From an optimization exercise on the open Yosys and OpenROAD flow, aimed at small area, a short achievable clock period and few clock cycles; shortcuts taken in it are not production practice.
RTL that was checked went through simulation tests only; none was proved equivalent to the original.
Only the layout flow was run in runs 4 and 5; the RTL was not checked for function there.
Power is estimated from default activity; no workload was simulated.

==> flow/design.v <==
module chip #(
    parameter int IN_BYTES  = 7,
    parameter int OUT_BYTES = 6
)(
    input wire clk,
    input wire rst_n,
    input wire in_valid,
    output reg in_ready,
    input  wire [7:0] in_data,
    output reg out_valid,
    input wire out_ready,
    output reg [7:0] out_data
);
    function automatic [7:0] crc8_upd(input [7:0] c, input [7:0] b);
        reg [7:0] t;
        integer i;
        begin
            t = c ^ b;
            for (i = 0; i < 8; i = i + 1)
                t = t[7] ? ((t << 1) ^ 8'h07) : (t << 1);
            crc8_upd = t;
        end
    endfunction
    function automatic [3:0] msb10(input [9:0] v);
        integer j;
        begin
            msb10 = 0;
            for (j = 0; j < 10; j = j + 1)
                if (v[j]) msb10 = j[3:0];
        end
    endfunction
    reg [2:0] icnt;      
    reg [7:0] din;       
    reg       acc_r;     
    reg [7:0] P;         
    reg       sg;        
    reg       dv;        
    reg       dfirst;    
    reg [9:0] S;         
    reg [7:0] Y;         
    reg [7:0] Z;         
    reg [7:0] crc_i;     
    reg       pok;       
    reg       full;      
    localparam [2:0] O_IDLE = 3'd0, O_LOAD = 3'd1, O_B0 = 3'd2, O_B1 = 3'd3,
                     O_B2 = 3'd4, O_B3 = 3'd5, O_B4 = 3'd6, O_B5 = 3'd7;
    reg [2:0] ost;       
    reg       lat;       
    reg [3:0] sh;
    reg       ok;
    reg [7:0] crc_o;     
    wire accept = in_valid & in_ready;
    wire fire   = out_valid & out_ready;
    wire [2:0] k = (icnt == 3'd0) ? 3'd6 : icnt - 3'd1;
    wire       zpair = (k == 3'd5);
    wire [8:0] tsum  = {P[7], P} + {~din[7], ~din} + {8'd0, ~zpair};
    wire [8:0] dnew  = tsum ^ {9{zpair}};
    wire [9:0] s_base = dfirst ? 10'd0 : S;
    wire [9:0] s_new  = s_base + {2'b00, P ^ {8{sg}}} + {9'd0, sg};
    wire [7:0] crc_i_new = crc8_upd((k == 3'd0) ? 8'h00 : crc_i, din);
    wire       proc6     = acc_r && (k == 3'd6);
    wire latch_ok = full && !lat && (ost == O_IDLE || ost == O_B5);
    wire go       = (lat || latch_ok) && (ost == O_IDLE || (ost == O_B5 && out_ready));
    wire       use_z = (ost == O_B1) || (ost == O_B2);           
    wire       hi    = (ost == O_LOAD) || (ost == O_B1);         
    wire [7:0] v     = use_z ? Z : Y;
    wire [24:0] wsrc = {{9{v[7]}}, v, 8'h00};
    wire [4:0]  wsh  = {1'b0, sh} + (hi ? 5'd8 : 5'd0);
    wire [24:0] wres = wsrc >> wsh;
    wire [7:0]  vbyte = ok ? wres[7:0] : 8'h00;
    wire [7:0]  crc_o_new = crc8_upd((ost == O_B0) ? 8'h00 : crc_o, out_data);
    reg [2:0] icnt_n;
    reg       full_n;
    reg       lat_n;
    reg [2:0] ost_n;
    always @* begin
        icnt_n = icnt;
        if (accept) icnt_n = (icnt == 3'd6) ? 3'd0 : icnt + 3'd1;
        full_n = (full & ~latch_ok) | proc6;
        lat_n  = (lat | latch_ok) & ~go;
        ost_n  = ost;
        if (go) ost_n = O_LOAD;
        else if (ost == O_LOAD) ost_n = O_B0;
        else if (fire) ost_n = (ost == O_B5) ? O_IDLE : ost + 3'd1;
    end
    reg ready_n;
    always @* begin
        case (icnt_n)
            3'd1:    ready_n = ~full_n | (~lat_n & (ost_n == O_IDLE || ost_n == O_B5));
            3'd4:    ready_n = ~full_n & ~lat_n & ~(ost_n == O_LOAD || ost_n == O_B0);
            3'd6:    ready_n = ~full_n & ~lat_n & ~(ost_n == O_LOAD || ost_n == O_B0 ||
                                                    ost_n == O_B1 || ost_n == O_B2);
            default: ready_n = 1'b1;
        endcase
    end
    always @(posedge clk) begin
        din <= in_data;
        if (!rst_n) begin
            icnt      <= 3'd0;
            acc_r     <= 1'b0;
            dv        <= 1'b0;
            full      <= 1'b0;
            lat       <= 1'b0;
            ost       <= O_IDLE;
            out_valid <= 1'b0;
            in_ready  <= 1'b1;
        end else begin
            icnt     <= icnt_n;
            acc_r    <= accept;
            full     <= full_n;
            lat      <= lat_n;
            ost      <= ost_n;
            in_ready <= ready_n;
            dv       <= acc_r & k[0];
            if (ost == O_LOAD) out_valid <= 1'b1;
            else if (fire && ost == O_B5) out_valid <= 1'b0;
        end
        if (acc_r) begin
            crc_i <= crc_i_new;
            if (k == 3'd6) pok <= (crc_i_new == 8'h00);
            if (k[0]) begin
                P      <= dnew[7:0];
                sg     <= dnew[8];
                dfirst <= (k == 3'd1);
            end else begin
                P      <= din;
            end
            if (k == 3'd4) Y <= P;
            if (k == 3'd6) Z <= P;
        end
        if (dv) S <= s_new;
        if (latch_ok) begin
            sh <= msb10(S);
            ok <= pok;
        end
        if (ost == O_LOAD) out_data <= vbyte;
        else if (fire) begin
            case (ost)
                O_B0, O_B1, O_B2: out_data <= vbyte;
                O_B3:             out_data <= crc_o_new;
                O_B4:             out_data <= ok ? 8'h01 : 8'h02;
                default:          ;
            endcase
            if (ost == O_B0 || ost == O_B1 || ost == O_B2) crc_o <= crc_o_new;
        end
    end
endmodule
==> flow/flow/run.sh <==
#!/bin/bash
# Standard ORFS layout (the standard.sh, unchanged synthesis, floorplan,
# power grid, placement, CTS and routing) with a tighter setup target for
# the timing repair steps, so that the resizer also shortens paths that
# already meet the 10 ns clock. Constraints (constraint.sdc) are unchanged.
set -euo pipefail
bash standard.sh SETUP_SLACK_MARGIN=7.0 finish > standard_make.log 2>&1
==> flow/standard.sh <==
#!/bin/bash
# synth_recipe.tcl (not shown) runs the flow's synth.tcl, then flattens the netlist and writes it again
# the make line also repeats each setting of config.mk as NAME=value (left out here)
make -C /OpenROAD-flow-scripts/flow DESIGN_CONFIG=/design/flow/config.mk WORK_HOME=/design/flow/orfs CLKGATE_MAP_FILE= SYNTH_SCRIPT=/design/flow/synth_recipe.tcl "${@:-finish}"
==> flow/config.mk <==
export PLATFORM = sky130hd
export DESIGN_NAME = chip
export DESIGN_NICKNAME = chip
export VERILOG_FILES = /design/flow/design.v
export SDC_FILE = /design/flow/constraint.sdc
export NUM_CORES = 4
export LEC_CHECK = 0
export CAP_MARGIN = 20
export CORE_MARGIN = 2
export CORE_UTILIZATION = 40
export SLEW_MARGIN = 20
==> flow/constraint.sdc <==
create_clock -name core_clock -period 10.0 [get_ports {clk}]
set_input_delay 2.0000 -clock core_clock [delete_from_list [all_inputs] [get_ports {clk}]]
set_output_delay 2.0000 -clock core_clock [all_outputs]
set_load 0.01 [all_outputs]
==> run notes, run 1 <==
outcome=no timing/DRC/antenna violations; DR WL/cell=between 15 and 20 um; vias per inst=5.405; top post-synthesis cells by count=edfxtp_1 (66), xnor2_1 (55), nand2_1 (49), nor2_1 (45), a21oi_1 (32); synthesized flop and latch total=86; Die Footprint=15410 um^2; max_slew headroom=41.10%; CP delay by family, top=compound AO/OA/AOI/OAI gates; largest area contributor in the netlist=edfxtp_1; worst slew pin tran=around 0.88 ns; Area growth syn-to-layout=16.28%; switching pwr=0.0005053 W; Nets=650; average size of a mapped cell=a little over 10 um^2; Clk Latency, worst-skew pair=0.35 ns; max-cap viol count=0; asr flop ratio synth=0%; pin count of the biggest net entering global routing=20; Max stage delay on crit path=0.35 ns; Fin. Hold Viols=0; number of synthesized flops with an enable pin=66; layout cells sized above 1=15.38%; Pre-antenna DRT Iters=5; Fmax=about 340 MHz; fin crit period=2.959 ns; endpoints failing setup=0; Pint=0.0009426 W; register area=approximately 2400 um^2; total congestion overflow=0; YS warnings=1; Worst Path Buf+Inv=1; clock-pin slew on the worst setup and hold paths=0.06 ns; synthesized instance count=569; Inserted Diodes=0; Clock Tree Buf Depth=2; placed instance count=753; syn nets=612; sequential share of the synthesized area=between 40% and 50%; # DRC=0; r2r setup slk=7.05 ns; Post-Synthesis Cell Area=5773 um^2; fin crit share=29.59%; Port Buf Inserts=21; skew final=0.005608 ns; Synth top area share=34.33%; most common cell in the netlist=edfxtp_1; FP Rows=43; Max Slew Vio Count=0; Crit path required time=10.22 ns; DP Wirelength=between 9 and 10 mm; top cells by area, synth=edfxtp_1 (34%), xnor2_1 (8.3%), dfxtp_1 (6.9%); antenna viol nets, final=0; Net Sw Frac=around a third; first-pass GRT wire length=20.15 mm; dominant synthesized flop cell=edfxtp_1; Critical Path Source Type=input port; worst path cell trace=dlygate4sd2_1 -> nand2_2 -> o21ai_0 -> o21ai_1 -> a41oi_2 -> a31oi_1; HP Class=register to register; leakage=roughly 2.6 nW; TritonCTS Buffers=9; # IOs=22; Multi-input gate area=3348 um^2; Initial DRC Count=271; Core ar.=13990 um^2; Clock power frac=22.4%; Die Ht=124.1 um; CTS tree=yes; # H-tree levels=3; Crit-path slowest cell=o21ai_0; crit path max fanout=7; clock sinks=86; via count=4275; Setup TNS Final=0 ns; Placer Congestion=between 0.9 and 1; Combinational Power Share=42.4%; Worst setup EP type=register; number of global-route vias before repair=4064; synth unique cells=72; final cell count without fillers=791; # fillers=approximately 1300; Initial Utilization=roughly two fifths; Peak VDD IR=~140 uV; global-route usage over all layers=17.19%; crit path DAT=3.18 ns; Total Routed Length=~13 mm; chip width=124.1 um; clock root buffer=clkbuf_16; total power per unit cell area=215.7 nW/um^2; initial antenna violation count=0; kind of critical path=input port to register; unrepaired setup endpoints after global routing=yes; Sequential Power Share=35.2%
worst paths after layout:
kind | startpoint | endpoint | depth (start not counted)
max | in_valid | in_ready | 6
min | pok | ok | 0
max reg2reg | icnt[1] | sg | 12
min reg2reg | pok | ok | 0
kinds of logic (layout without fill, tap and decap cells):
| kind of cell | count (synthesis) | after routing | share of synthesized area (%) |
|---|---|---|---|
| flip-flops | 86 | 86 | 41.27 |
| buffers and inverters | 47 | 89 | 3.229 |
| AO/OA/AOI/OAI | 132 | 132 | 15.56 |
| XOR/XNOR | 85 | 85 | 13.37 |
| adder cells (fa/ha/maj) | 31 | 31 | 6.979 |
| AND/OR/NAND/NOR | 167 | 167 | 14.07 |
| multiplexers | 21 | 21 | 5.527 |
power by group through the flow:
stage                     Sequential (W)  Combinational (W)  Clock (W)
final                           0.000509           0.000615   0.000324
after global routing            0.000516           0.000681   0.000348
after CTS                       0.000509           0.000596   0.000334
after detailed placement        0.000522           0.000557          0
after global placement          0.000519           0.000548          0
after floorplan                 0.000505           0.000448          0
flip-flops by register name (all words and copies together), names as in the netlist, 3 cells and up:
register / cells
P: 8
S: 10
Y: 8
Z: 8
crc_i: 8
crc_o: 8
din: 8
icnt: 3
ost: 3
out_data: 8
sh: 4
cell usage in the layout (no fill, tap or decap), types with 4 or more instances in the layout:
cell and count:
mux4_2 8, nand2_1 47, a21boi_0 4, buf_2 5
clkbuf_2 6, o21bai_1 4, xor2_1 28, edfxtp_1 66
nand3_1 9, a21o_1 6, a211o_1 5, nor3_1 11
clkdlybuf4s50_1 9, nor2b_1 11, and2_1 10, xnor2_1 53
nor2_1 45, a31oi_1 4, clkbuf_1 4, ha_1 27
a211oi_1 7, nand2b_1 11, inv_1 26, and3_1 5
buf_4 22, mux2_2 4, o21ai_0 25, mux2i_1 7
clkbuf_16 9, a21oi_1 29, dfxtp_1 15
area by class of cell:
type	instances	share of cell area (%)
Sequential cell	86	35.69
Inverter	29	1.771
Timing Repair Buffer	45	5.219
Clock buffer	13	3.579
Multi-Input combinational cell	436	49.88
Tap cell	180	3.355
Clock inverter	2	0.5033
metal layers:
| metal | vias up | global-route usage, % | wire length (um) |
|---|---|---|---|
| li1 | 2137 | - | - |
| met4 | 0 | 7.514 | 315 |
| met3 | 19 | 3.342 | 415 |
| met1 | 2034 | 21.42 | 5625 |
| met5 | - | 0 | 0 |
| met2 | 85 | 28.93 | 6266 |
worst register-to-register path, delay by kind of cell, from the launching register on:
family	cells	cell delay (ns)
adder cells (fa/ha/maj)	2	0.52
buffers and inverters	1	0.07
XOR/XNOR	1	0.14
flip-flops	1	0.35
AND/OR/NAND/NOR	1	0.39
AO/OA/AOI/OAI	7	1.23
through the flow:
stage | total power [W] | util [%] | hold WS (ns) | area, um^2 | setup WS, ns
floorplan | 0.0009532 | - | 0.4003 | 5821 | 6.945
finish | 0.001448 | 47.99 | 0.4297 | 6713 | 7.041
global route | 0.001545 | 47.99 | 0.4324 | 6713 | 6.923
CTS | 0.001440 | 47.25 | 0.4305 | 6610 | 6.963
detailed placement | 0.001079 | 44.15 | 0.4138 | 6176 | 6.171
global placement | 0.001067 | 44.15 | 0.4088 | 6176 | 6.246
timing repair:
action / 4_1_cts / 5_1_grt
pin swaps: 3 / 12
resized for setup: 43 / 28
hold buffers: 0 / 0
endpoints found under the setup margin: 38 / 19
setup buffers: 13 / 10
Testbench counts, summed over its fixed seeds: cycles 2,760.
==> inputs of run 2 (changes only) <==
--- a/flow/flow/run.sh
+++ b/flow/flow/run.sh
@@ -6,2 +6,2 @@
 set -euo pipefail
-bash standard.sh SETUP_SLACK_MARGIN=7.0 finish > standard_make.log 2>&1
+bash standard.sh SETUP_SLACK_MARGIN=6.5 finish > standard_make.log 2>&1
==> run notes, run 2 <==
synthesized instance count=569 (unchanged); commonest non-fill, non-tap cell in the layout=edfxtp_1; Post-CTS Hold Buffers=0 (unchanged); via count=4254 (-0.49%); final worst slack=6.640 ns (-0.4016 ns); fin crit share=33.60% (+4.0 points); syn nets=612 (unchanged); total congestion overflow=0 (unchanged); crit path max fanout=6 (-1); pin count of the biggest net entering global routing=20 (unchanged); Die Footprint=15410 um^2 (unchanged); Port Buf Inserts=21 (unchanged); Core ar.=13990 um^2 (unchanged); clock sinks=86 (unchanged); Fmax=297.6 MHz (-12%); kind of critical path=register to register; layout cells sized above 1=8.557% (-6.8 points); worst path cell trace=clkinvlp_4 -> ha_1 -> or3b_2 -> a21o_4 -> a21o_1 -> fa_1 -> a21o_1 -> a21oi_2 -> o21bai_1 -> a21oi_2 -> o221ai_1 -> xnor2_1; Initial DRC Count=268 (-1.1%); Area growth syn-to-layout=13.50%; max reg flops=10 (unchanged); dominant synthesized flop cell=edfxtp_1; TritonCTS Buffers=9 (unchanged); antenna viol nets, final=0 (unchanged); Post-Synthesis Cell Area=5773 um^2 (unchanged); synthesized flop and latch total=86 (unchanged); Sequential Power Share=35.5% (+0.3 points); synth unique cells=72 (unchanged); YS warnings=1 (unchanged); outcome=no timing/DRC/antenna violations; Critical Path Source Type=register; clock root buffer=clkbuf_16; HP Class=register to register; Synth Area in Compound Gates=15.56% (unchanged); DP Wirelength=9.286 mm (+1.8%); Pint=0.0009475 W (+0.52%); number of synthesized flops with an enable pin=66 (unchanged); DR WL/cell=16.22 um (+1.6%); total power per unit cell area=220.7 nW/um^2 (+2.3%); commonest non-fill, non-tap cells in the layout=edfxtp_1 (66), xnor2_1 (55), nand2_1 (49), nor2_1 (45), a21oi_1 (30); asr flop ratio synth=0% (unchanged); most common cell in the netlist=edfxtp_1; Post-Synth Simple-Gate Area=14.07% (unchanged); CTS tree=yes; Crit-path slowest cell=or3b_2; vias per inst=5.475 (+1.3%); average size of a mapped cell=10.15 um^2 (unchanged); largest family of logic cells by synthesized area=compound AO/OA/AOI/OAI gates; xor/xnor share of the synthesized area=13.37% (unchanged); Placer Congestion=0.8801 (-4.1%); max-cap viol count=0 (unchanged); Max Slew Vio Count=0 (unchanged); Synth top area share=34.33% (unchanged); Combinational Power Share=40.1% (-2.3 points); chip width=124.1 um (unchanged); skew final=0.008147 ns (+0.002539 ns); endpoints failing setup=0 (unchanged); Total Routed Length=12.60 mm (-0.17%); Fin. Hold Viols=0 (unchanged); Worst Path Buf+Inv=1 (unchanged); unrepaired setup endpoints after global routing=no; clock-pin slew on the worst setup and hold paths=0.06 ns (about the same); global-route usage over all layers=17.40% (+0.22 points); Post-Synth Adder-Cell Area=6.979% (unchanged); Pre-antenna DRT Iters=5 (unchanged); most flop-heavy register=S; # DRC=0 (unchanged); Max stage delay on crit path=0.53 ns (+0.18 ns); number of global-route vias before repair=4206 (+3.5%); Nets=634 (-2.5%); Die Ht=124.1 um (unchanged); top cells by area, synth=edfxtp_1 (34%), xnor2_1 (8.3%), dfxtp_1 (6.9%); post-synthesis mux area share=5.527% (unchanged); FP Rows=43 (unchanged); sequential share of the synthesized area=41.27% (unchanged); # IOs=22 (unchanged); # H-tree levels=3 (unchanged); largest area contributor in the netlist=edfxtp_1; first-pass GRT wire length=20.49 mm (+1.6%); Clk Latency, worst-skew pair=0.34 ns (about the same); initial antenna violation count=0 (unchanged); Clock power frac=24.4% (+2.0 points); Worst setup EP type=register; Net Sw Frac=34.49% (-0.40 points); leakage=2.463 nW (-3.4%); fin crit period=3.360 ns (+0.4016 ns); r2r setup slk=6.64 ns (-0.41 ns); max_slew headroom=36.45% (-4.6 points); top post-synthesis cells by count=edfxtp_1 (66), xnor2_1 (55), nand2_1 (49), nor2_1 (45), a21oi_1 (32); crit path DAT=3.44 ns (+0.26 ns); Peak VDD IR=135.9 uV (-1.3%); Setup TNS Final=0 ns (unchanged); switching pwr=0.0004989 W (-1.3%); Initial Utilization=41.27% (unchanged); Crit path required time=10.08 ns (-0.14 ns); pre-CTS setup slack=5.849 ns (-0.3229 ns); worst slew pin tran=0.9519 ns (+0.06956 ns); Clock Tree Buf Depth=2 (unchanged); CP delay by family, top=compound AO/OA/AOI/OAI gates
==> run 2: cell counts after synthesis <==
Identical to the previous run, type by type.
==> run 2: cells by family after synthesis <==
family / Yosys count
mux: 21
buf+inv: 47
fa+ha+maj: 31
flops: 86
simple gates: 167
compound gates: 132
xor+xnor: 85
==> run 2: area by class of cell <==
cell class,instances,area [um^2]
multi-input cells,436,3243
clock buffers,12,236.5
clock inverters,4,72.57
flip-flops and latches,86,2387
inverters,29,112.6
fillers,1329,7436
repair buffers,29,272.8
well taps,180,225.2
diodes,1,2.502
==> run 2: repair_timing <==
item                                    CTS  global route
gates cloned                              0             0
endpoints found under the setup margin   13            22
pin swaps                                 0             2
setup buffers                             1             6
resized for setup                         5             8
==> run 2: routing by layer <==
metal  GRT usage, %  up-vias  routed length (um)
met1          21.53     2041                5624
li1               -     2099                   -
met3          3.342       20                 407
met4          7.022        0                 295
met2          29.82       94                6274
met5              0        -                   0
==> run 2: power groups by stage <==
| stage | Combinational [W] | Sequential (W) | Clock, W |
|---|---|---|---|
| 2_1_floorplan | 0.000441 | 0.000505 | 0 |
| 3_3_place_gp | 0.000547 | 0.000522 | 0 |
| 3_5_place_dp | 0.000558 | 0.000523 | 0 |
| 4_1_cts | 0.000570 | 0.000514 | 0.000359 |
| 5_1_grt | 0.000644 | 0.000520 | 0.000375 |
| 6_report | 0.000580 | 0.000514 | 0.000352 |
==> run 2: worst reg2reg max path, cell delays in order (launching register included) <==
cell	delay, ns
dfxtp_4	0.38
clkinvlp_4	0.14
ha_1	0.27
or3b_2	0.53
a21o_4	0.25
a21o_1	0.19
fa_1	0.39
a21o_1	0.18
a21oi_2	0.18
o21bai_1	0.11
a21oi_2	0.18
o221ai_1	0.15
xnor2_1	0.14
==> run 2: path summary, 6_finish.rpt <==
check | startpoint | end | depth (start not counted)
max | icnt[0] | sg | 12
min | pok | ok | 0
max reg2reg | icnt[0] | sg | 12
min reg2reg | pok | ok | 0
==> run 2: metrics by stage <==
| step | power, W | instances | area, um^2 | hold slack (ns) | util, % |
|---|---|---|---|---|---|
| floorplan | 0.0009460 | 569 | 5773 | 0.4003 | - |
| global placement | 0.001068 | 753 | 6138 | 0.4127 | 43.88 |
| detailed placement | 0.001082 | 753 | 6138 | 0.4354 | 43.88 |
| CTS | 0.001443 | 770 | 6469 | 0.4464 | 46.24 |
| global route | 0.001539 | 776 | 6550 | 0.4523 | 46.82 |
| finish | 0.001446 | 777 | 6553 | 0.4350 | 46.84 |
==> inputs of run 3 (changes only) <==
==> flow/run.sh (new file) <==
#!/bin/bash
# synth_recipe.tcl (not shown) runs the flow's synth.tcl, then flattens the netlist and writes it again
# the make line also repeats each setting of config.mk as NAME=value (left out here)
make -C /OpenROAD-flow-scripts/flow DESIGN_CONFIG=/design/flow/config.mk WORK_HOME=/design/flow/orfs CLKGATE_MAP_FILE= SYNTH_SCRIPT=/design/flow/synth_recipe.tcl finish
removed: flow/flow/run.sh
removed: flow/standard.sh
==> run notes, run 3 <==
outcome=no timing/DRC/antenna violations; clock-pin slew on the worst setup and hold paths=0.06 ns (about the same); leakage=2.419 nW (-1.8%); number of synthesized flops with an enable pin=66 (unchanged); # IOs=22 (unchanged); Inserted Diodes=0 (-1); worst slew pin tran=0.9419 ns (-0.009941 ns); Pre-antenna DRT Iters=6 (+1); clock root buffer=clkbuf_16; Clock Tree Buf Depth=2 (unchanged); DP Wirelength=9.286 mm (unchanged); Setup TNS Final=0 ns (unchanged); switching pwr=0.0004911 W (-1.6%); commonest non-fill, non-tap cells in the layout=edfxtp_1 (66), xnor2_1 (55), nand2_1 (49), nor2_1 (45), a21oi_1 (32); Placer Congestion=0.8801 (unchanged); vias per inst=5.465 (-0.18%); Core ar.=13990 um^2 (unchanged); Fmax=260.9 MHz (-12%); first-pass GRT wire length=20.44 mm (-0.24%); Worst setup EP type=register; Pint=0.0009368 W (-1.1%); Nets=628 (-0.95%); placed instance count=753 (unchanged); register area=2382 um^2 (-0.21%); crit path launch=out_ready; Initial Utilization=41.27% (unchanged); Max stage delay on crit path=0.62 ns (+0.09 ns); pin count of the biggest net entering global routing=20 (unchanged); Fin. Hold Viols=0 (unchanged); clock sinks=86 (unchanged); Combinational Power Share=39.4% (-0.7 points); Clk Latency, worst-skew pair=0.34 ns (about the same); max-cap viol count=0 (unchanged); Multi-input gate area=3204 um^2 (-1.2%); total power per unit cell area=221.3 nW/um^2 (+0.25%); Setup Fix Bufs, Post-CTS=0 (-1); Initial DRC Count=313 (+17%); Area growth syn-to-layout=11.77%; global-route usage over all layers=17.37% (-0.029 points); Worst Path Buf+Inv=1 (unchanged); FP Rows=43 (unchanged); top post-synthesis cells by count=edfxtp_1 (66), xnor2_1 (55), nand2_1 (49), nor2_1 (45), a21oi_1 (32); antenna viol nets, final=0 (unchanged); via count=4208 (-1.1%); DP Area=6138 um^2 (unchanged); Finished Core Util=46.13% (-0.72 points); fin crit share=38.33% (+4.7 points); Critical Path Source Type=input port; Crit-path slowest cell=clkdlybuf4s50_1; Peak VDD IR=135.4 uV (-0.38%); total congestion overflow=0 (unchanged); Die Footprint=15410 um^2 (unchanged); final cell count without fillers=770 (-0.90%); asr flop ratio synth=0% (unchanged); unrepaired setup endpoints after global routing=no; number of global-route vias before repair=4208 (+0.048%); sequential share of the synthesized area=41.27% (unchanged); chip width=124.1 um (unchanged); YS warnings=1 (unchanged); fin crit period=3.833 ns (+0.4725 ns); Total Routed Length=12.42 mm (-1.5%); # DRC=0 (unchanged); Post-CTS Hold Buffers=0 (unchanged); average size of a mapped cell=10.15 um^2 (unchanged); layout cells sized above 1=6.271% (-2.3 points); Port Buf Inserts=21 (unchanged); top cells by area, synth=edfxtp_1 (34%), xnor2_1 (8.3%), dfxtp_1 (6.9%); synth unique cells=72 (unchanged); Net Sw Frac=34.40% (-0.099 points); kind of critical path=input port to register; skew final=0.008205 ns (+0.00005782 ns); Sequential Power Share=36.0% (+0.5 points); worst path cell trace=clkdlybuf4s50_1 -> nand2_1 -> a211oi_1 -> nor3b_1 -> o21ai_0 -> a41oi_1 -> a31oi_1; TritonCTS Buffers=9 (unchanged); design area=6452 um^2 (-1.5%); Max Slew Vio Count=0 (unchanged); post-CTS sizing=0 (-5); most flop-heavy register=S; commonest non-fill, non-tap cell in the layout=edfxtp_1; largest area contributor in the netlist=edfxtp_1; max_slew headroom=37.12% (+0.66 points); max reg flops=10 (unchanged); HP Class=register to register; synthesized instance count=569 (unchanged); Synth top area share=34.33% (unchanged); Clock power frac=24.6% (+0.2 points); Crit path required time=10.22 ns (+0.14 ns); CP delay by family, top=compound AO/OA/AOI/OAI gates; crit path max fanout=8 (+2); # fillers=1334 (+0.38%); DR WL/cell=16.13 um (-0.56%); initial antenna violation count=0 (unchanged); CTS tree=yes; synthesized flop and latch total=86 (unchanged); Post-Synthesis Cell Area=5773 um^2 (unchanged); hold path startpoint=pok; reg2reg start=icnt[0]; Die Ht=124.1 um (unchanged); endpoints failing setup=0 (unchanged); # H-tree levels=3 (unchanged); dominant synthesized flop cell=edfxtp_1; most common cell in the netlist=edfxtp_1; syn nets=612 (unchanged); crit path DAT=4.05 ns (+0.61 ns)
==> run 3: power groups by stage <==
stage,combinational (W),sequential (W),clock [W]
6_report,0.000562,0.000515,0.000351
5_1_grt,0.000625,0.000522,0.000375
4_1_cts,0.000564,0.000516,0.000359
3_5_place_dp,0.000558,0.000523,0
3_3_place_gp,0.000547,0.000522,0
2_1_floorplan,0.000441,0.000505,0
==> run 3: path summary, 6_finish.rpt <==
path	to	slack (ns)	cells after the start
max	in_ready	6.17	7
min	ok	0.43	0
max reg2reg	sg	6.29	12
min reg2reg	ok	0.43	0
==> run 3: logic make-up (layout without fill, tap and decap cells) <==
family	after synthesis	count (layout)	synth area share, %
compound gates	132	132	15.56
xor+xnor	85	85	13.37
fa+ha+maj	31	31	6.979
buf+inv	47	68	3.229
flops	86	86	41.27
mux	21	21	5.527
simple gates	167	167	14.07
==> run 3: stage by stage <==
| step | setup WS [ns] | hold WS, ns | power [W] |
|---|---|---|---|
| after floorplan | 6.525 | 0.4003 | 0.0009460 |
| after global placement | 5.924 | 0.4127 | 0.001068 |
| after detailed placement | 5.849 | 0.4354 | 0.001082 |
| after CTS | 6.203 | 0.4464 | 0.001439 |
| after global routing | 6.023 | 0.4524 | 0.001522 |
| final | 6.167 | 0.4326 | 0.001428 |
==> run 3: per-layer routing <==
metal	global-route usage [%]	wire (um)	vias to the layer above
li1	-	-	2088
met1	21.41	5583	2020
met2	29.85	6124	80
met3	3.342	416	20
met4	7.022	294	0
met5	0	0	-
==> run 3: layout make-up <==
cell class,instances,area share [%]
multi-input cells,436,49.66
flip-flops and latches,86,36.92
clock buffers,12,3.665
well taps,180,3.490
repair buffers,23,3.452
inverters,29,1.687
clock inverters,4,1.125
==> inputs of run 4 (changes only) <==
--- a/flow/design.v
+++ b/flow/design.v
@@ -53,4 +53,9 @@
     wire fire   = out_valid & out_ready;
-    wire [2:0] k = (icnt == 3'd0) ? 3'd6 : icnt - 3'd1;
-    wire       zpair = (k == 3'd5);
+    wire k0   = (icnt == 3'd1);
+    wire k1   = (icnt == 3'd2);
+    wire k4   = (icnt == 3'd5);
+    wire k5   = (icnt == 3'd6);
+    wire k6   = (icnt == 3'd0);
+    wire kodd = (icnt == 3'd2) || (icnt == 3'd4) || (icnt == 3'd6);
+    wire       zpair = k5;
     wire [8:0] tsum  = {P[7], P} + {~din[7], ~din} + {8'd0, ~zpair};
@@ -59,4 +64,4 @@
     wire [9:0] s_new  = s_base + {2'b00, P ^ {8{sg}}} + {9'd0, sg};
-    wire [7:0] crc_i_new = crc8_upd((k == 3'd0) ? 8'h00 : crc_i, din);
-    wire       proc6     = acc_r && (k == 3'd6);
+    wire [7:0] crc_i_new = crc8_upd(k0 ? 8'h00 : crc_i, din);
+    wire       proc6     = acc_r && k6;
     wire latch_ok = full && !lat && (ost == O_IDLE || ost == O_B5);
@@ -66,6 +71,6 @@
     wire [7:0] v     = use_z ? Z : Y;
-    wire [24:0] wsrc = {{9{v[7]}}, v, 8'h00};
-    wire [4:0]  wsh  = {1'b0, sh} + (hi ? 5'd8 : 5'd0);
-    wire [24:0] wres = wsrc >> wsh;
-    wire [7:0]  vbyte = ok ? wres[7:0] : 8'h00;
+    wire [16:0] lsrc = {v[7], v, 8'h00};
+    wire [16:0] lres = lsrc >> sh;
+    wire        hbit = (sh[3] | (sh[2:0] == 3'd7)) ? v[7] : v[sh[2:0]];
+    wire [7:0]  vbyte = ~ok ? 8'h00 : hi ? {{7{v[7]}}, hbit} : lres[7:0];
     wire [7:0]  crc_o_new = crc8_upd((ost == O_B0) ? 8'h00 : crc_o, out_data);
@@ -113,3 +118,3 @@
             in_ready <= ready_n;
-            dv       <= acc_r & k[0];
+            dv       <= acc_r & kodd;
             if (ost == O_LOAD) out_valid <= 1'b1;
@@ -119,7 +124,7 @@
             crc_i <= crc_i_new;
-            if (k == 3'd6) pok <= (crc_i_new == 8'h00);
-            if (k[0]) begin
+            if (k6) pok <= (crc_i_new == 8'h00);
+            if (kodd) begin
                 P      <= dnew[7:0];
                 sg     <= dnew[8];
-                dfirst <= (k == 3'd1);
+                dfirst <= k1;
             end else begin
@@ -127,4 +132,4 @@
             end
-            if (k == 3'd4) Y <= P;
-            if (k == 3'd6) Z <= P;
+            if (k4) Y <= P;
+            if (k6) Z <= P;
         end
==> flow/flow/run.sh (new file) <==
#!/bin/bash
# Standard ORFS layout (the standard.sh: unchanged synthesis, floorplan,
# power grid, placement, CTS and routing) with a tighter setup target for the
# timing repair steps, so that the resizer also shortens paths that already
# meet the 10 ns clock. The constraints (constraint.sdc) are not changed.
# make's full output goes to standard_make.log; each ORFS step keeps its own
# log under orfs/logs/.
set -euo pipefail
bash standard.sh SETUP_SLACK_MARGIN=7.0 finish > standard_make.log 2>&1
==> flow/standard.sh (new file) <==
#!/bin/bash
# synth_recipe.tcl (not shown) runs the flow's synth.tcl, then flattens the netlist and writes it again
# the make line also repeats each setting of config.mk as NAME=value (left out here)
make -C /OpenROAD-flow-scripts/flow DESIGN_CONFIG=/design/flow/config.mk WORK_HOME=/design/flow/orfs CLKGATE_MAP_FILE= SYNTH_SCRIPT=/design/flow/synth_recipe.tcl "${@:-finish}"
--- a/flow/config.mk
+++ b/flow/config.mk
@@ -9,3 +9,4 @@
 export CORE_MARGIN = 2
-export CORE_UTILIZATION = 40
+export CORE_UTILIZATION = 65
+export CTS_BUF_LIST = sky130_fd_sc_hd__clkbuf_4 sky130_fd_sc_hd__clkbuf_8
 export SLEW_MARGIN = 20
removed: flow/run.sh
==> run notes, run 4 <==
Hold Slack=0.4347 ns (+0.002122 ns); initial antenna violation count=0 (unchanged); Die Footprint=9132 um^2 (-41%); first-pass GRT wire length=17.91 mm (-12%); clock root buffer=clkbuf_8; Clock Tree Buf Depth=2 (unchanged); Inserted Diodes=0 (unchanged); unrepaired setup endpoints after global routing=yes; max_slew headroom=30.11% (-7.0 points); Multi-input gate area=2985 um^2 (-6.8%); CTS tree=yes; commonest non-fill, non-tap cell in the layout=edfxtp_1; Max stage delay on crit path=0.31 ns (-0.31 ns); Fin. Hold Viols=0 (unchanged); Die Ht=95.56 um (-23%); hold worst-path end=ok; DR WL/cell=16.68 um (+3.4%); sequential share of the synthesized area=43.72% (+2.5 points); pin count of the biggest net entering global routing=21 (+5.0%); FP Rows=33 (-23%); Placer Congestion=0.8440 (-4.1%); pre-CTS setup slack=5.980 ns (+0.1312 ns); Pre-antenna DRT Iters=4 (-2); outcome=no timing/DRC/antenna violations; commonest non-fill, non-tap cells in the layout=edfxtp_1 (66), xnor2_1 (56), nor2_1 (38), nand2_1 (35), o21ai_0 (25); Initial DRC Count=139 (-56%); fin crit period=2.991 ns (-0.8418 ns); top cells by area, synth=edfxtp_1 (36%), xnor2_1 (9.0%), dfxtp_1 (7.3%); max-cap viol count=0 (unchanged); chip width=95.56 um (-23%); syn nets=554 (-9.5%); Synth top area share=36.37% (+2.0 points); synthesized instance count=517 (-9.1%); Total Routed Length=10.89 mm (-12%); total power per unit cell area=209.2 nW/um^2 (-5.4%); Setup TNS Final=0 ns (unchanged); Max Slew Vio Count=0 (unchanged); Clk Latency, worst-skew pair=0.37 ns (+0.03 ns); r2r setup slk=7.07 ns (+0.78 ns); final cell count without fillers=653 (-15%); largest area contributor in the netlist=edfxtp_1; total congestion overflow=0 (unchanged); synth unique cells=64 (-11%); # fillers=590 (-56%); Fmax=334.3 MHz (+28%); layout cells sized above 1=14.05% (+7.8 points); most flop-heavy register=S; YS warnings=1 (unchanged); average size of a mapped cell=10.54 um^2 (+3.9%); most common cell in the netlist=edfxtp_1; synthesized flop and latch total=86 (unchanged); Port Buf Inserts=21 (unchanged); via count=3854 (-8.4%); Critical Path Source Type=input port; worst slew pin tran=1.046 ns (+0.1036 ns); max reg flops=10 (unchanged); leakage=2.294 nW (-5.2%); Worst Path Buf+Inv=1 (unchanged); dominant synthesized flop cell=edfxtp_1; asr flop ratio synth=0% (unchanged); # DRC=0 (unchanged); final worst slack=7.009 ns (+0.8418 ns); Final Power=0.001264 W (-12%); vias per inst=5.902 (+8.0%); Crit path required time=10.32 ns (+0.10 ns); Nets=580 (-7.6%); Peak VDD IR=157.7 uV (+17%); Core ar.=8175 um^2 (-42%); Post-Synthesis Cell Area=5449 um^2 (-5.6%); hold path startpoint=pok; CP delay by family, top=compound AO/OA/AOI/OAI gates; # H-tree levels=3 (unchanged); register area=2391 um^2 (+0.37%); endpoints failing setup=0 (unchanged); R2R cell count=9 (-3); DP Wirelength=8.032 mm (-14%); placed instance count=625 (-17%); clock sinks=86 (unchanged); fin crit share=29.91% (-8.4 points); TritonCTS Buffers=9 (unchanged); HP Class=register to register; kind of critical path=input port to register; # IOs=22 (unchanged); crit path DAT=3.31 ns (-0.74 ns); skew final=0.009562 ns (+0.001358 ns); Initial Utilization=66.65% (+25 points); top post-synthesis cells by count=edfxtp_1 (66), xnor2_1 (56), nor2_1 (38), nand2_1 (37), o21ai_0 (27); Crit-path slowest cell=a2111oi_2; Worst setup EP type=register; reg2reg start=icnt[0]; worst path cell trace=buf_8 -> and4b_1 -> a211oi_4 -> and3_4 -> o21ai_2 -> a2111oi_2 -> a211o_1; Hold Path Stages=0 (unchanged); Area growth syn-to-layout=10.82%; global-route usage over all layers=25.84% (+8.5 points); clock-pin slew on the worst setup and hold paths=0.10 ns (+0.04 ns); RR Endpoint=sg; number of synthesized flops with an enable pin=66 (unchanged); antenna viol nets, final=0 (unchanged); number of global-route vias before repair=3774 (-10%); crit path max fanout=8 (unchanged)
run 4: changes by cell type after synthesis, moves of 6 or more:
| cell | change |
|---|---|
| ha_1 | -6 |
| nor3_1 | -7 |
| a21oi_1 | -15 |
| inv_1 | -7 |
| nand2_1 | -12 |
| nor2_1 | -7 |
run 4: cell families (layout without fill, tap and decap cells):
| family | Yosys count | count (layout) | synth area share (%) |
|---|---|---|---|
| AOI/OAI and AO/OA | 106 | 106 | 13.16 |
| xor gates and xnor gates | 80 | 80 | 13.11 |
| adders and majority gates | 25 | 25 | 6.016 |
| buffers and inverters | 40 | 71 | 2.824 |
| DFF | 86 | 86 | 43.72 |
| muxes | 23 | 23 | 6.246 |
| and+or+nand+nor | 157 | 157 | 14.93 |
run 4: area by class of cell:
type / instances / area share, %
inverters: 22 / 1.368
multi-input cells: 391 / 49.44
repair buffers: 33 / 4.310
flip-flops and latches: 86 / 39.60
well taps: 105 / 2.176
clock inverters: 7 / 1.057
clock buffers: 9 / 2.051
run 4: worst max-delay path by stage:
| stage | startpoint | endpoint | depth (start not counted) |
|---|---|---|---|
| 2_1_floorplan | out_ready | in_ready | 6 |
| 3_3_place_gp | out_ready | in_ready | 7 |
| 3_5_place_dp | out_ready | in_ready | 7 |
| 4_1_cts | out_ready | in_ready | 8 |
| 5_1_grt | out_ready | in_ready | 7 |
| 6_report | out_ready | in_ready | 7 |
run 4: layer usage:
metal,vias up,share of wire [%],global-route usage (%)
met3,17,3.4,4.506
li1,1917,-,-
met4,0,1.9,8.214
met1,1841,42,31.88
met2,79,52,45.92
met5,-,0,0
run 4: per-stage QoR:
stage                     utilization [%]  area [um^2]
after floorplan                         -         5454
after global placement              70.09         5731
after detailed placement            70.09         5731
after CTS                           73.20         5984
after global routing                73.86         6038
final                               73.86         6038
run 4: what timing repair did:
| action | CTS | global route |
|---|---|---|
| resized for setup | 50 | 21 |
| setup buffers | 11 | 1 |
| hold buffers | 0 | 0 |
| pin swaps | 5 | 10 |
| setup endpoints to repair | 28 | 15 |
run 4: power breakdown:
part / total (W) / leakage, nW / internal (W) / switching (W)
clock network: 0.000238 / 0.0903 / 0.0000959 / 0.000142
logic: 0.000519 / 1.43 / 0.000244 / 0.000275
registers: 0.000507 / 0.773 / 0.000461 / 0.0000459
run 4: worst register-to-register path, cell delays in order, from the launching register on:
cell and delay (ns):
dfxtp_1 0.45, nand3b_1 0.34, a21o_1 0.27, fa_1 0.41, a21o_1 0.18, a21o_1 0.19, a21o_1 0.18, a21oi_1 0.29
nor2_1 0.10, a211o_1 0.28
==> inputs of run 5 (changes only) <==
--- a/flow/config.mk
+++ b/flow/config.mk
@@ -9,4 +9,3 @@
 export CORE_MARGIN = 2
-export CORE_UTILIZATION = 65
-export CTS_BUF_LIST = sky130_fd_sc_hd__clkbuf_4 sky130_fd_sc_hd__clkbuf_8
+export CORE_UTILIZATION = 40
 export SLEW_MARGIN = 20
==> run notes, run 5 <==
Die Ht=120.7 um (+26%); asr flop ratio synth=0% (unchanged); Pint=0.0008817 W (+10%); register area=2390 um^2 (about the same); most flop-heavy register=S; initial antenna violation count=0 (unchanged); Post-CTS Hold Buffers=0 (unchanged); GR Layer Usage met1=19.76% (-12 points); routing usage on met3=2.406% (-2.1 points); top post-synthesis cells by count=edfxtp_1 (66), xnor2_1 (56), nor2_1 (38), nand2_1 (37), o21ai_0 (27); Pre-antenna DRT Iters=5 (+1); leakage=2.343 nW (+2.1%); Clock power frac=25.1% (+6.3 points); FP Rows=42 (+27%); Net Sw Frac=33.98% (-2.7 points); Placer Congestion=0.8427 (-0.15%); Setup TNS Final=0 ns (unchanged); HP Class=register to register; Core ar.=13300 um^2 (+63%); first-pass GRT wire length=18.52 mm (+3.4%); TritonCTS Buffers=9 (unchanged); # H-tree levels=3 (unchanged); via count=3828 (-0.67%); Area growth syn-to-layout=14.40%; commonest non-fill, non-tap cell in the layout=edfxtp_1; Nets=580 (unchanged); clock sinks=86 (unchanged); largest area contributor in the netlist=edfxtp_1; R2R cell count=9 (unchanged); skew final=0.007291 ns (-0.002272 ns); reg2reg start=P[0]; Critical Path Source Type=input port; Multi-input gate area=2987 um^2 (about the same); Clock Tree Buf Depth=2 (unchanged); clock-pin slew on the worst setup and hold paths=0.06 ns (-0.04 ns); max_slew headroom=36.94% (+6.8 points); Clk Latency, worst-skew pair=0.35 ns (-0.02 ns); clock root buffer=clkbuf_16; endpoints failing setup=0 (unchanged); max-cap viol count=0 (unchanged); unrepaired setup endpoints after global routing=yes; YS warnings=1 (unchanged); layout cells sized above 1=12.77% (-1.3 points); dominant synthesized flop cell=edfxtp_1; Inserted Diodes=0 (unchanged); number of global-route vias before repair=3836 (+1.6%); commonest non-fill, non-tap cells in the layout=edfxtp_1 (66), xnor2_1 (56), nor2_1 (38), nand2_1 (36), o21ai_0 (25); Port Buf Inserts=21 (unchanged); most common cell in the netlist=edfxtp_1; r2r setup slk=7.13 ns (+0.06 ns); synth unique cells=64 (unchanged); Die Footprint=14570 um^2 (+60%); total congestion overflow=0 (unchanged); chip width=120.7 um (+26%); Initial Utilization=40.98% (-26 points); RR Endpoint=sg; top cells by area, synth=edfxtp_1 (36%), xnor2_1 (9.0%), dfxtp_1 (7.3%); switching pwr=0.0004539 W (-2.0%); Total Routed Length=10.97 mm (+0.68%); synthesized flop and latch total=86 (unchanged); # IOs=22 (unchanged); Post-Synthesis Cell Area=5449 um^2 (unchanged); pin count of the biggest net entering global routing=21 (unchanged); DR WL/cell=15.15 um (-9.2%); Combinational Power Share=36.8% (-4.3 points); Initial DRC Count=198 (+42%); # DRC=0 (unchanged); worst slew pin tran=0.9446 ns (-0.1010 ns); vias per inst=5.287 (-10%); outcome=no timing/DRC/antenna violations; routing usage on met2=28.43% (-17 points); max reg flops=10 (unchanged); kind of critical path=input port to register; Synth top area share=36.37% (unchanged); Peak VDD IR=129.5 uV (-18%); GRT busiest layer=met2; CTS tree=yes; syn nets=554 (unchanged); antenna viol nets, final=0 (unchanged); Crit path required time=10.29 ns (-0.03 ns); synthesized instance count=517 (unchanged); crit path DAT=3.36 ns (+0.05 ns); Max Slew Vio Count=0 (unchanged); global-route usage over all layers=16.06% (-9.8 points); sequential share of the synthesized area=43.72% (unchanged); Finished Core Util=46.89% (-27 points); worst setup path end=in_ready; fin crit share=30.77% (+0.86 points); crit path max fanout=7 (-1); Fmax=325.0 MHz (-2.8%); Worst setup EP type=register; DP Wirelength=8.054 mm (+0.28%); total power per unit cell area=214.3 nW/um^2 (+2.4%); Fin. Hold Viols=0 (unchanged); fin crit period=3.077 ns (+0.08620 ns); average size of a mapped cell=10.54 um^2 (unchanged); number of synthesized flops with an enable pin=66 (unchanged); crit path launch=out_ready; Sequential Power Share=38.2% (-1.9 points); # fillers=1229 (+110%)
[run 5: layout make-up]
| cell class | count | area share [%] |
|---|---|---|
| clock buffers | 9 | 3.613 |
| multi-input cells | 391 | 47.91 |
| clock inverters | 7 | 1.044 |
| inverters | 22 | 1.325 |
| repair buffers | 33 | 4.235 |
| flip-flops and latches | 86 | 38.34 |
| well taps | 176 | 3.533 |
[run 5: worst min-delay path by stage]
stage	endpoint	start	cells past startpoint	slack [ns]
floorplan	ok	pok	0	0.40
global placement	ok	pok	0	0.41
detailed placement	ok	pok	0	0.41
CTS	ok	pok	0	0.43
global route	ok	pok	0	0.44
finish	ok	pok	0	0.42
[run 5: power by group through the flow]
stage	combinational, W	sequential, W	clock [W]
6_report	0.000491	0.000510	0.000335
5_1_grt	0.000547	0.000517	0.000355
4_1_cts	0.000486	0.000509	0.000341
3_5_place_dp	0.000460	0.000520	0
3_3_place_gp	0.000454	0.000518	0
2_1_floorplan	0.000364	0.000502	0
[run 5: cell families after synthesis]
logic type,count (synthesis),synth area share [%]
buffers and inverters,40,2.824
DFF,86,43.72
AOI/OAI and AO/OA,106,13.16
xor gates and xnor gates,80,13.11
muxes,23,6.246
and+or+nand+nor,157,14.93
adders and majority gates,25,6.016
[run 5: per-stage QoR]
stage	worst slack [ns]	hold slack [ns]	cells	power, W	cell area [um^2]
floorplan	6.790	0.4003	517	0.0008656	5454
global placement	6.069	0.4067	696	0.0009716	5819
detailed placement	5.994	0.4120	696	0.0009797	5819
CTS	6.744	0.4285	721	0.001336	6196
global route	6.796	0.4416	724	0.001419	6233
finish	6.923	0.4239	724	0.001336	6233
[run 5: timing repair]
action                     4_1_cts  5_1_grt
resized for setup               35       22
setup endpoints to repair       28       27
setup buffers                    9        3
pin swaps                        1        6
[run 5: worst max-delay path: stages]
cell and delay, ns:
buf_8 0.11, and4b_2 0.22, a211oi_4 0.26, and3_1 0.21, o21ai_1 0.08, a2111oi_2 0.36, a211o_1 0.13
[run 5: layer usage]
layer | vias to the layer above | wire length, um
met3 | 10 | 207
met4 | 0 | 144
met1 | 1842 | 5047
li1 | 1928 | -
met2 | 48 | 5569
met5 | - | 0
==> inputs of run 6 (changes only) <==
--- a/flow/design.v
+++ b/flow/design.v
@@ -82,3 +82,3 @@
         icnt_n = icnt;
-        if (accept) icnt_n = (icnt == 3'd6) ? 3'd0 : icnt + 3'd1;
+        if (accept) icnt_n = icnt_inc;
         full_n = (full & ~latch_ok) | proc6;
@@ -90,12 +90,22 @@
     end
-    reg ready_n;
-    always @* begin
-        case (icnt_n)
-            3'd1:    ready_n = ~full_n | (~lat_n & (ost_n == O_IDLE || ost_n == O_B5));
-            3'd4:    ready_n = ~full_n & ~lat_n & ~(ost_n == O_LOAD || ost_n == O_B0);
-            3'd6:    ready_n = ~full_n & ~lat_n & ~(ost_n == O_LOAD || ost_n == O_B0 ||
-                                                    ost_n == O_B1 || ost_n == O_B2);
-            default: ready_n = 1'b1;
-        endcase
-    end
+    wire [2:0] icnt_inc = (icnt == 3'd6) ? 3'd0 : icnt + 3'd1;
+    wire is1 = accept ? (icnt == 3'd0) : (icnt == 3'd1);
+    wire is4 = accept ? (icnt == 3'd3) : (icnt == 3'd4);
+    wire is6 = accept ? (icnt == 3'd5) : (icnt == 3'd6);
+    wire       go0 = (lat || latch_ok) && (ost == O_IDLE);
+    wire       go1 = (lat || latch_ok) && (ost == O_IDLE || ost == O_B5);
+    wire       lat_n0 = (lat | latch_ok) & ~go0;
+    wire       lat_n1 = (lat | latch_ok) & ~go1;
+    wire [2:0] ost_step = (ost == O_B5) ? O_IDLE : ost + 3'd1;
+    wire [2:0] ost_n0 = go0 ? O_LOAD : (ost == O_LOAD) ? O_B0 : ost;
+    wire [2:0] ost_n1 = go1 ? O_LOAD : (ost == O_LOAD) ? O_B0 : out_valid ? ost_step : ost;
+    function automatic [2:0] conds(input fl, input lt, input [2:0] os);
+        conds[0] = ~fl | (~lt & (os == O_IDLE || os == O_B5));
+        conds[1] = ~fl & ~lt & ~(os == O_LOAD || os == O_B0);
+        conds[2] = ~fl & ~lt & ~(os == O_LOAD || os == O_B0 || os == O_B1 || os == O_B2);
+    endfunction
+    wire [2:0] c0 = conds(full_n, lat_n0, ost_n0);
+    wire [2:0] c1 = conds(full_n, lat_n1, ost_n1);
+    wire [2:0] c  = out_ready ? c1 : c0;
+    wire ready_n = ~((is1 & ~c[0]) | (is4 & ~c[1]) | (is6 & ~c[2]));
     always @(posedge clk) begin
--- a/flow/config.mk
+++ b/flow/config.mk
@@ -9,3 +9,4 @@
 export CORE_MARGIN = 2
-export CORE_UTILIZATION = 40
+export CORE_UTILIZATION = 75
+export CTS_BUF_LIST = sky130_fd_sc_hd__clkbuf_4 sky130_fd_sc_hd__clkbuf_8
 export SLEW_MARGIN = 20
==> run notes, run 6 <==
unrepaired setup endpoints after global routing=yes; global-route usage over all layers=30.53% (+14 points); Clock Tree Buf Depth=2 (unchanged); total power per unit cell area=158.8 nW/um^2 (-26%); Clk Latency, worst-skew pair=0.37 ns (+0.02 ns); Die Footprint=8003 um^2 (-45%); Placer Congestion=0.8946 (+6.2%); first-pass GRT wire length=18.29 mm (-1.2%); Max Slew Vio Count=0 (unchanged); clock sinks=86 (unchanged); max_slew headroom=40.93% (+4.0 points); TritonCTS Buffers=9 (unchanged); kind of critical path=input port to register; Final Power=0.0009482 W (-29%); DR WL/cell=17.60 um (+16%); Crit path required time=10.24 ns (-0.05 ns); Post-Synthesis Cell Area=5478 um^2 (+0.53%); fin crit period=3.000 ns (-0.07752 ns); top post-synthesis cells by count=edfxtp_1 (66), xnor2_1 (50), nor2_1 (40), a21oi_1 (39), nand2_1 (31); largest area contributor in the netlist=edfxtp_1; synthesized flop and latch total=86 (unchanged); Fin. Hold Viols=0 (unchanged); synth unique cells=63 (-1.6%); leakage=2.222 nW (-5.2%); Max stage delay on crit path=0.32 ns (-0.04 ns); # H-tree levels=3 (unchanged); chip width=89.46 um (-26%); Fmax=333.4 MHz (+2.6%); vias per inst=6.303 (+19%); syn nets=572 (+3.2%); Hold Path Stages=0 (unchanged); synthesized instance count=535 (+3.5%); crit path DAT=3.24 ns (-0.12 ns); Inserted Diodes=0 (unchanged); Initial Utilization=76.34% (+35 points); skew final=0.01179 ns (+0.004502 ns); layout cells sized above 1=12.12% (-0.65 points); Setup TNS Final=0 ns (unchanged); most flop-heavy register=S; number of synthesized flops with an enable pin=66 (unchanged); Nets=593 (+2.2%); max-cap viol count=0 (unchanged); most common cell in the netlist=edfxtp_1; Core ar.=7176 um^2 (-46%); antenna viol nets, final=0 (unchanged); average size of a mapped cell=10.24 um^2 (-2.9%); Peak VDD IR=141.7 uV (+9.4%); worst path cell trace=dlygate4sd2_1 -> nand4b_1 -> o21ai_0 -> a22o_1 -> nor2_1 -> a221oi_1 -> a41oi_2; Crit-path slowest cell=a221oi_1; Synth top area share=36.18% (-0.19 points); Initial DRC Count=345 (+74%); endpoints failing setup=0 (unchanged); sequential share of the synthesized area=43.49% (-0.23 points); Area growth syn-to-layout=9.000%; YS warnings=1 (unchanged); pin count of the biggest net entering global routing=21 (unchanged); asr flop ratio synth=0% (unchanged); HP Class=register to register; clock root buffer=clkbuf_8; outcome=no timing/DRC/antenna violations; initial antenna violation count=0 (unchanged); Port Buf Inserts=21 (unchanged); top cells by area, synth=edfxtp_1 (36%), xnor2_1 (8.0%), dfxtp_1 (7.3%); FP Rows=31 (-26%); Die Ht=89.46 um (-26%); Critical Path Source Type=input port; crit path max fanout=4 (-3); max reg flops=10 (unchanged); commonest non-fill, non-tap cells in the layout=edfxtp_1 (66), xnor2_1 (50), nor2_1 (39), a21oi_1 (39); Total Routed Length=11.62 mm (+5.9%); R2R cell count=9 (unchanged); dominant synthesized flop cell=edfxtp_1; Worst setup EP type=register; # IOs=22 (unchanged); Post-CTS Hold Buffers=0 (unchanged); # DRC=0 (unchanged); fin crit share=30.00% (-0.78 points); total congestion overflow=0 (unchanged); DP Wirelength=8.255 mm (+2.5%); via count=4160 (+8.7%); CTS tree=yes; Pre-antenna DRT Iters=5 (unchanged); commonest non-fill, non-tap cell in the layout=edfxtp_1; number of global-route vias before repair=3818 (-0.47%); Finished Core Util=83.21% (+36 points); clock-pin slew on the worst setup and hold paths=0.09 ns (+0.03 ns); worst slew pin tran=0.8792 ns (-0.06536 ns)
-- run 6: changes by cell type in the layout (fill, tap and decap cells not counted), sizes merged, moves of 5 or more --
| cell | previous run | this run |
|---|---|---|
| nor3 | 4 | 12 |
| a21oi | 17 | 39 |
| xor2 | 23 | 29 |
| o21ai | 27 | 32 |
| xnor2 | 56 | 50 |
| inv | 21 | 28 |
| nand2 | 37 | 31 |
-- run 6: what timing repair did --
action | 4_1_cts | 5_1_grt
gates resized for setup | 43 | 11
pin swaps | 2 | 2
endpoints found under the setup margin | 29 | 6
setup buffers | 9 | 0
-- run 6: critical path, delay by kind of cell --
| kind | cells | cell delay, ns |
|---|---|---|
| compound gates | 4 | 0.71 |
| buf+inv | 1 | 0.26 |
| simple gates | 2 | 0.26 |
-- run 6: metal layers --
layer	global-route usage, %	routed length (um)	vias to the layer above
met5	0	0	-
met1	39.29	4916	1999
met4	10.31	261	0
met3	7.018	682	30
li1	-	-	1969
met2	51.11	5756	162
-- run 6: area by class of cell --
cell class | instances | area (um^2)
Clock buffer | 10 | 137.6
Clock inverter | 6 | 46.29
Fill cell | 436 | 1205
Inverter | 28 | 105.1
Multi-Input combinational cell | 400 | 2934
Sequential cell | 86 | 2391
Tap cell | 99 | 123.9
Timing Repair Buffer | 31 | 232.7
-- run 6: power by group --
part / switching (W) / internal [W] / total (W)
Clock: 0.000130 / 0.0000982 / 0.000228
Combinational: 0.000151 / 0.000117 / 0.000268
Sequential: 0.0000242 / 0.000428 / 0.000452
-- run 6: worst paths after layout --
path | from | end | slack (ns)
max | in_valid | in_ready | 7.00
min reg2reg | pok | ok | 0.45
max reg2reg | P[0] | P[6] | 7.16
min | pok | ok | 0.45
-- run 6: kinds of logic (layout without fill, tap and decap cells) --
family,Yosys count,count (layout),synth area share (%)
fa+ha+maj,25,25,5.985
compound gates,125,125,14.34
flops,86,86,43.49
mux,21,21,5.847
buf+inv,49,75,3.677
xor+xnor,79,79,12.63
simple gates,150,150,14.03
-- run 6: through the flow --
step / std cells / hold WS (ns) / instance area, um^2 / worst slack, ns
2_1_floorplan: 535 / 0.4003 / 5484 / 7.026
4_1_cts: 660 / 0.4456 / 5967 / 6.942
5_1_grt: 660 / 0.4556 / 5971 / 6.915
6_report: 660 / 0.4471 / 5971 / 7.000
3_5_place_dp: 635 / 0.4114 / 5729 / 6.204
3_3_place_gp: 635 / 0.4113 / 5729 / 6.282
Testbench counts of run 6, summed over its fixed seeds: cycles 2,760.
==> inputs of run 7 (changes only) <==
--- a/flow/config.mk
+++ b/flow/config.mk
@@ -9,3 +9,3 @@
 export CORE_MARGIN = 2
-export CORE_UTILIZATION = 75
+export CORE_UTILIZATION = 65
 export CTS_BUF_LIST = sky130_fd_sc_hd__clkbuf_4 sky130_fd_sc_hd__clkbuf_8
==> run notes, run 7 <==
max reg flops=10 (unchanged); Total Routed Length=11.02 mm (-5.1%); first-pass GRT wire length=18.18 mm (-0.60%); DP Wirelength=8.127 mm (-1.6%); max-cap viol count=0 (unchanged); sequential share of the synthesized area=43.49% (unchanged); Setup TNS Final=0 ns (unchanged); kind of critical path=input port to register; Initial Utilization=67.00% (-9.3 points); skew final=0.01203 ns (+0.0002400 ns); Port Buf Inserts=21 (unchanged); Fin. Hold Viols=0 (unchanged); Core ar.=8175 um^2 (+14%); syn nets=572 (unchanged); total congestion overflow=0 (unchanged); Area growth syn-to-layout=9.479%; most common cell in the netlist=edfxtp_1; HP Class=register to register; # DRC=0 (unchanged); number of synthesized flops with an enable pin=66 (unchanged); Pre-antenna DRT Iters=4 (-1); asr flop ratio synth=0% (unchanged); most flop-heavy register=S; largest family of logic cells by synthesized area=compound AO/OA/AOI/OAI gates; Critical Path Source Type=input port; FP Rows=33 (+6.5%); Die Ht=95.80 um (+7.1%); Nets=594 (+0.17%); Synth Area in Compound Gates=14.34% (unchanged); global-route usage over all layers=25.76% (-4.8 points); xor/xnor share of the synthesized area=12.63% (unchanged); fin crit share=29.80% (-0.20 points); Post-CTS Hold Buffers=0 (unchanged); CTS tree=yes; Inserted Diodes=0 (unchanged); TritonCTS Buffers=9 (unchanged); synthesized flop and latch total=86 (unchanged); Clock Tree Buf Depth=2 (unchanged); initial antenna violation count=0 (unchanged); Finished Core Util=73.35% (-9.9 points); # IOs=22 (unchanged); DR WL/cell=16.52 um (-6.1%); largest area contributor in the netlist=edfxtp_1; antenna viol nets, final=0 (unchanged); pin count of the biggest net entering global routing=21 (unchanged); # H-tree levels=3 (unchanged); Post-Synthesis Cell Area=5478 um^2 (unchanged); chip width=95.80 um (+7.1%); clock sinks=86 (unchanged); leakage=2.243 nW (+0.96%); outcome=no timing/DRC/antenna violations; Die Footprint=9178 um^2 (+15%); Max Slew Vio Count=0 (unchanged); Fmax=335.6 MHz (+0.66%); Placer Congestion=0.8351 (-6.7%); fin crit period=2.980 ns (-0.01958 ns); Crit path required time=10.21 ns (-0.03 ns); r2r setup slk=7.15 ns (about the same); commonest non-fill, non-tap cells in the layout=edfxtp_1 (66), xnor2_1 (50), nor2_1 (39), a21oi_1 (39); crit path max fanout=4 (unchanged); Worst setup EP type=register; YS warnings=1 (unchanged); Clk Latency, worst-skew pair=0.36 ns (about the same); total power per unit cell area=158.6 nW/um^2 (-0.11%); worst slew pin tran=0.8818 ns (+0.002519 ns); via count=3989 (-4.1%); Peak VDD IR=128.2 uV (-9.5%); Post-Synth Simple-Gate Area=14.02% (unchanged); top post-synthesis cells by count=edfxtp_1 (66), xnor2_1 (50), nor2_1 (40), a21oi_1 (39), nand2_1 (31); Synth top area share=36.18% (unchanged); Post-Synth Adder-Cell Area=5.984% (unchanged); endpoints failing setup=0 (unchanged); synthesized instance count=535 (unchanged); crit path DAT=3.19 ns (-0.05 ns); clock-pin slew on the worst setup and hold paths=0.07 ns (-0.02 ns); synth unique cells=63 (unchanged); post-synthesis mux area share=5.847% (unchanged); dominant synthesized flop cell=edfxtp_1; vias per inst=5.981 (-5.1%); number of global-route vias before repair=3854 (+0.94%); Final Power=0.0009513 W (+0.33%); commonest non-fill, non-tap cell in the layout=edfxtp_1; unrepaired setup endpoints after global routing=yes; layout cells sized above 1=12.28% (+0.16 points); max_slew headroom=40.76% (-0.17 points); top cells by area, synth=edfxtp_1 (36%), xnor2_1 (8.0%), dfxtp_1 (7.3%); Initial DRC Count=245 (-29%); clock root buffer=clkbuf_8; average size of a mapped cell=10.24 um^2 (unchanged)
run 7: cell counts after synthesis:
No cell type changed its count.
run 7: path summary, 6_finish.rpt:
| kind | start | cells past startpoint | end |
|---|---|---|---|
| min reg2reg | pok | 0 | ok |
| min | pok | 0 | ok |
| max reg2reg | P[0] | 9 | P[6] |
| max | in_valid | 7 | in_ready |
run 7: report_power, final:
| group | switching (W) | leakage [nW] | internal [W] |
|---|---|---|---|
| sequential | 0.0000231 | 0.774 | 0.000428 |
| clock | 0.000125 | 0.0968 | 0.000109 |
| combinational | 0.000148 | 1.37 | 0.000118 |
| total | 0.000296 | 2.24 | 0.000656 |
run 7: final cells by class:
cell class | instances | area (um^2)
timing repair buffer | 32 | 251.5
multi-input combinational | 400 | 2934
fill | 581 | 2178
inverter | 28 | 105.1
sequential | 86 | 2390
clock buffer | 13 | 166.4
tap | 105 | 131.4
clock inverter | 3 | 18.77
run 7: stage by stage:
stage / instance area, um^2 / hold WS, ns / instances / setup slack [ns]
after floorplan: 5484 / 0.4003 / 535 / 7.026
after global placement: 5737 / 0.4126 / 641 / 6.272
after detailed placement: 5737 / 0.4137 / 641 / 6.186
after CTS: 5996 / 0.4308 / 666 / 7.002
after global routing: 5997 / 0.4442 / 667 / 6.961
final: 5997 / 0.4301 / 667 / 7.020
run 7: per-layer routing:
| layer | wire length [um] | share of wire (%) | global-route usage (%) |
|---|---|---|---|
| met1 | 5094 | 46 | 36.30 |
| met2 | 5074 | 46 | 40.56 |
| met3 | 683 | 6.2 | 4.933 |
| met4 | 166 | 1.5 | 7.976 |
| met5 | 0 | 0 | 0 |
run 7: cells by family after synthesis:
family                     after synthesis
AOI/OAI and AO/OA                      125
and+or+nand+nor                        150
buffers and inverters                   49
adders and majority gates               25
muxes                                   21
DFF                                     86
xor gates and xnor gates                79
run 7: worst max-delay path, stage by stage:
cell	delay, ns
clkdlybuf4s15_2	0.20
and2_4	0.17
o21ai_2	0.19
nand2_2	0.10
o311ai_2	0.29
a31o_2	0.14
a41oi_1	0.10
run 7: timing repair:
item                       in CTS  in global routing
gates cloned                    0                  0
gates resized for setup        45                 10
pin swaps                       4                  0
hold endpoints to repair        0                  0
buffers inserted                9                  1
setup endpoints to repair      30                  7

## port drivers added, routing unchanged
The results above use ideal ports. As a check the final layouts listed here were re-extracted and re-timed, cells and wires unchanged.
Step 1: set_driving_cell puts a clkbuf_16 on clk and a buf_2 on each other input, an assumption about the parent block.
Step 2 adds t to the input delays and takes it off the output delays; t is the mean of the earliest and latest rising clock arrival at the registers after step 1. Input paths then give back, and output paths get back, about the clock's delay inside the block.
Slacks: no drivers / after step 1 / after step 2; pairs: no drivers / after step 1.
run | shift t [ns] | setup slack, ns | worst hold slack (ns) | latest minus earliest clock arrival (ns) | slew at the worst register clock pin (ns)
run 1 | 0.384 | 7.041 / 7.041 / 6.677 | 0.430 / 0.430 / 0.430 | 0.006 / 0.005 | 0.06 / 0.06
run 2 | 0.384 | 6.640 / 6.612 / 6.403 | 0.435 / 0.435 / 0.435 | 0.009 / 0.010 | 0.06 / 0.06
run 3 | 0.385 | 6.167 / 6.144 / 5.759 | 0.433 / 0.433 / 0.433 | 0.010 / 0.009 | 0.06 / 0.06
run 4 | 0.400 | 7.009 / 6.992 / 6.601 | 0.435 / 0.435 / 0.435 | 0.011 / 0.011 | 0.10 / 0.10
run 5 | 0.381 | 6.923 / 6.922 / 6.541 | 0.424 / 0.424 / 0.424 | 0.007 / 0.007 | 0.07 / 0.07
run 6 | 0.394 | 7.000 / 7.008 / 6.615 | 0.447 / 0.447 / 0.447 | 0.012 / 0.012 | 0.09 / 0.09
run 7 | 0.385 | 7.020 / 7.033 / 6.648 | 0.430 / 0.430 / 0.430 | 0.013 / 0.013 | 0.09 / 0.09
After both steps every run listed still meets setup and hold.
